What follows belongs to an exercise in optimizing a design on an open flow for small area; a production flow would make more cautious choices. Only simulation tests tie the RTL to the original design; equivalence was not proved. The clock port is modelled as an ideal driver; clocking choices that lean on that would not hold on a real chip. Power is estimated from default activity; no workload was simulated.

## Rs232_Controller
module Rs232_Controller(clk,reset,data_in,Rs232_Rxd,start_flag,data_out,done_flag,Rs232_Txd);
parameter N=8;
parameter n=8;
  input clk;   
  input reset; 
  input [(N*n)-1:0] data_in;  
  output start_flag;
  output [(N*n)-1:0] data_out; 
  output done_flag;
  input Rs232_Rxd;   
  output Rs232_Txd;  
  wire       sample;    
  wire       load;      
  wire [2:0] byte_sel;  
 Rs232_Tx_nbytes tx(.clk(clk),
                    .reset(reset),
                    .tx_start_flag(start_flag),
                    .tx_bit(data_out[(N*n)-1]),
                    .tx_done_flag(done_flag),
                    .Rs232_Txd(Rs232_Txd),
                    .rx_sample(sample),
                    .load(load),
                    .byte_sel(byte_sel));
 Rs232_Rx_nbytes Rx(.clk(clk),
                    .sample(sample),
                    .Rs232_Rxd(Rs232_Rxd),
                    .load(load),
                    .byte_sel(byte_sel),
                    .data_in(data_in),
                    .data_out(data_out));
endmodule  
==> flow/config.mk <==
export PLATFORM = sky130hd
export DESIGN_NAME = Rs232_Controller
export DESIGN_NICKNAME = Rs232_Controller
export VERILOG_FILES = /design/flow/design.v
export SDC_FILE = /design/flow/constraint.sdc
export NUM_CORES = 4
export LEC_CHECK = 0
export CAP_MARGIN = 20
export CORE_MARGIN = 2
export CORE_UTILIZATION = 40
export SLEW_MARGIN = 20
==> flow/constraint.sdc <==
create_clock -name core_clock -period 10.0 [get_ports {clk}]
set_input_delay 2.0000 -clock core_clock [delete_from_list [all_inputs] [get_ports {clk}]]
set_output_delay 2.0000 -clock core_clock [all_outputs]
set_load 0.01 [all_outputs]
standard.sh (not shown) runs the stock make flow with config.mk's settings and CLKGATE_MAP_FILE= SYNTH_SCRIPT=/design/flow/synth_recipe.tcl, a recipe that flattens the netlist after the stock synthesis.
==> flow/flow/run.sh <==
#!/bin/bash
# Standard layout with three changes:
#  - the combinational logic of the standard synthesis is mapped again for
#    area (resynth.tcl); the registers are kept exactly as synthesised, and
#    equiv.tcl proves the new netlist equal to the standard one;
#  - the smallest buffer (buf_1) on each input and output port;
#  - clock tree synthesis without dummy loads.
set -euo pipefail
ARGS=("BUFFER_PORTS_ARGS=-buffer_cell sky130_fd_sc_hd__buf_1"
      "CTS_ARGS=-sink_clustering_enable -repair_clock_nets -dont_use_dummy_load")
bash standard.sh "${ARGS[@]}" synth > standard_synth.log 2>&1

RES=orfs/results/$FLOW_PLATFORM/Rs232_Controller/base
export LIB=$FLOW_HOME/platforms/sky130hd/lib/sky130_fd_sc_hd__tt_025C_1v80.lib
export TOP=$FLOW_TOP
export IN=$PWD/std_1_2_yosys.v
export OUT=$PWD/resynth_1_2_yosys.v
export ABC_SCRIPT=$PWD/flow/resynth.abc
cp $RES/1_2_yosys.v "$IN"
export SEQ_CELLS="$(grep -oE 'sky130_fd_sc_hd__(e|s|se)?df[a-z0-9_]+|sky130_fd_sc_hd__s?dl[a-z]*[xr][a-z0-9_]*|sky130_fd_sc_hd__s?dlclkp[a-z0-9_]*' "$IN" | sort -u | tr '\n' ' ')"
export DONT_USE="$(sed -n '/^export DONT_USE_CELLS/,/^$/p' $FLOW_HOME/platforms/sky130hd/config.mk | grep -oE 'sky130_fd_sc_hd__[a-z0-9_]+' | sed 's/^/-dont_use /' | tr '\n' ' ')"
yosys -c flow/resynth.tcl > resynth.log 2>&1
yosys -c flow/check.tcl > check.log 2>&1
yosys -c flow/equiv.tcl > equiv.log 2>&1
cp "$OUT" $RES/1_2_yosys.v

bash standard.sh "${ARGS[@]}" finish > standard.log 2>&1
Other scripts of this flow, unchanged in this note and not shown: flow/flow/check.tcl, flow/flow/equiv.tcl, flow/flow/resynth.abc, flow/flow/resynth.tcl
Change:
--- a/flow/flow/run.sh
+++ b/flow/flow/run.sh
@@ -6,6 +6,8 @@
 #  - the smallest buffer (buf_1) on each input and output port;
-#  - clock tree synthesis without dummy loads.
+#  - clock tree synthesis without dummy loads, and each leaf clock buffer
+#    downsized while its clock pins' slew stays under 100 ps (post_cts.tcl).
 set -euo pipefail
 ARGS=("BUFFER_PORTS_ARGS=-buffer_cell sky130_fd_sc_hd__buf_1"
-      "CTS_ARGS=-sink_clustering_enable -repair_clock_nets -dont_use_dummy_load")
+      "CTS_ARGS=-sink_clustering_enable -repair_clock_nets -dont_use_dummy_load"
+      "POST_CTS_TCL=$PWD/flow/post_cts.tcl" "CLK_LEAF_SLEW_NS=0.100")
 bash standard.sh "${ARGS[@]}" synth > standard_synth.log 2>&1
==> flow/flow/post_cts.tcl (new file) <==
# ORFS POST_CTS_TCL hook: downsize each leaf clock buffer (one that drives
# only flip-flop clock pins) to the smallest clkbuf whose worst slew at those
# clock pins, with placement parasitics, stays at or below CLK_LEAF_SLEW_NS.
set limit [expr {[info exists ::env(CLK_LEAF_SLEW_NS)] ? $::env(CLK_LEAF_SLEW_NS) : 0.100}]
set sizes {sky130_fd_sc_hd__clkbuf_1 sky130_fd_sc_hd__clkbuf_2 sky130_fd_sc_hd__clkbuf_4 sky130_fd_sc_hd__clkbuf_8}
proc leaf_worst_slew {sinks} {
  set w 0
  foreach p $sinks {
    set s [get_property $p slew_max]
    if {$s > $w} { set w $s }
  }
  return $w
}
estimate_parasitics -placement
foreach inst [get_cells -hierarchical *] {
  set ref [get_property $inst ref_name]
  if {![string match sky130_fd_sc_hd__clkbuf_* $ref]} { continue }
  set out [get_pins -of_objects $inst -filter "direction == output"]
  set net [get_nets -of_objects $out]
  set sinks {}
  set leaf 1
  foreach p [get_pins -of_objects $net -filter "direction == input"] {
    if {[get_property $p name] ne "CLK"} { set leaf 0; break }
    lappend sinks $p
  }
  if {!$leaf || [llength $sinks] == 0} { continue }
  set orig_slew [leaf_worst_slew $sinks]
  foreach cell $sizes {
    if {$cell eq $ref} { break }
    replace_cell $inst [get_lib_cells */$cell]
    estimate_parasitics -placement
    set s [leaf_worst_slew $sinks]
    if {$s <= $limit} {
      puts "post_cts: [get_name $inst] $ref -> $cell, worst clock slew [format %.1f [expr {$s * 1e3}]] ps ([llength $sinks] sinks)"
      set ref $cell
      break
    }
    replace_cell $inst [get_lib_cells */$ref]
    estimate_parasitics -placement
  }
}
--- a/flow/config.mk
+++ b/flow/config.mk
@@ -9,3 +9,3 @@
 export CORE_MARGIN = 2
-export CORE_UTILIZATION = 40
+export CORE_UTILIZATION = 60
 export SLEW_MARGIN = 20
- total power goes down by about 2%
- cell area came out lower by 1.3%
- wire length decreases by about 1.8%
- setup slack loses 0.044 ns
- worst hold slack gets better by 0.012 ns
- clock skew goes down by 0.0042 ns

## port drivers added, routing unchanged
The flow's constraints put no driver on any port. The routed layouts listed below were extracted and timed again, unchanged, in two steps. Step 1 sets driving cells, clkbuf_16 on the clock port and buf_2 on the other inputs (assumed; they add their load-dependent delay and slew). Step 2 adds t to the input delays and takes it off the output delays; t is the mean of the earliest and latest rising clock arrival at the registers after step 1. Input paths then give back, and output paths get back, about the clock's delay inside the block. Slacks: ideal / step 1 / step 2; pairs: ideal / step 1.
run | t (ns) | slack for setup (ns) | pins driven straight from the clock port
the first run | 0.365 | 6.506 / 6.476 / 6.842 | 1
the second run | 0.370 | 6.461 / 6.430 / 6.800 | 1
After both steps every run listed still meets setup and hold.
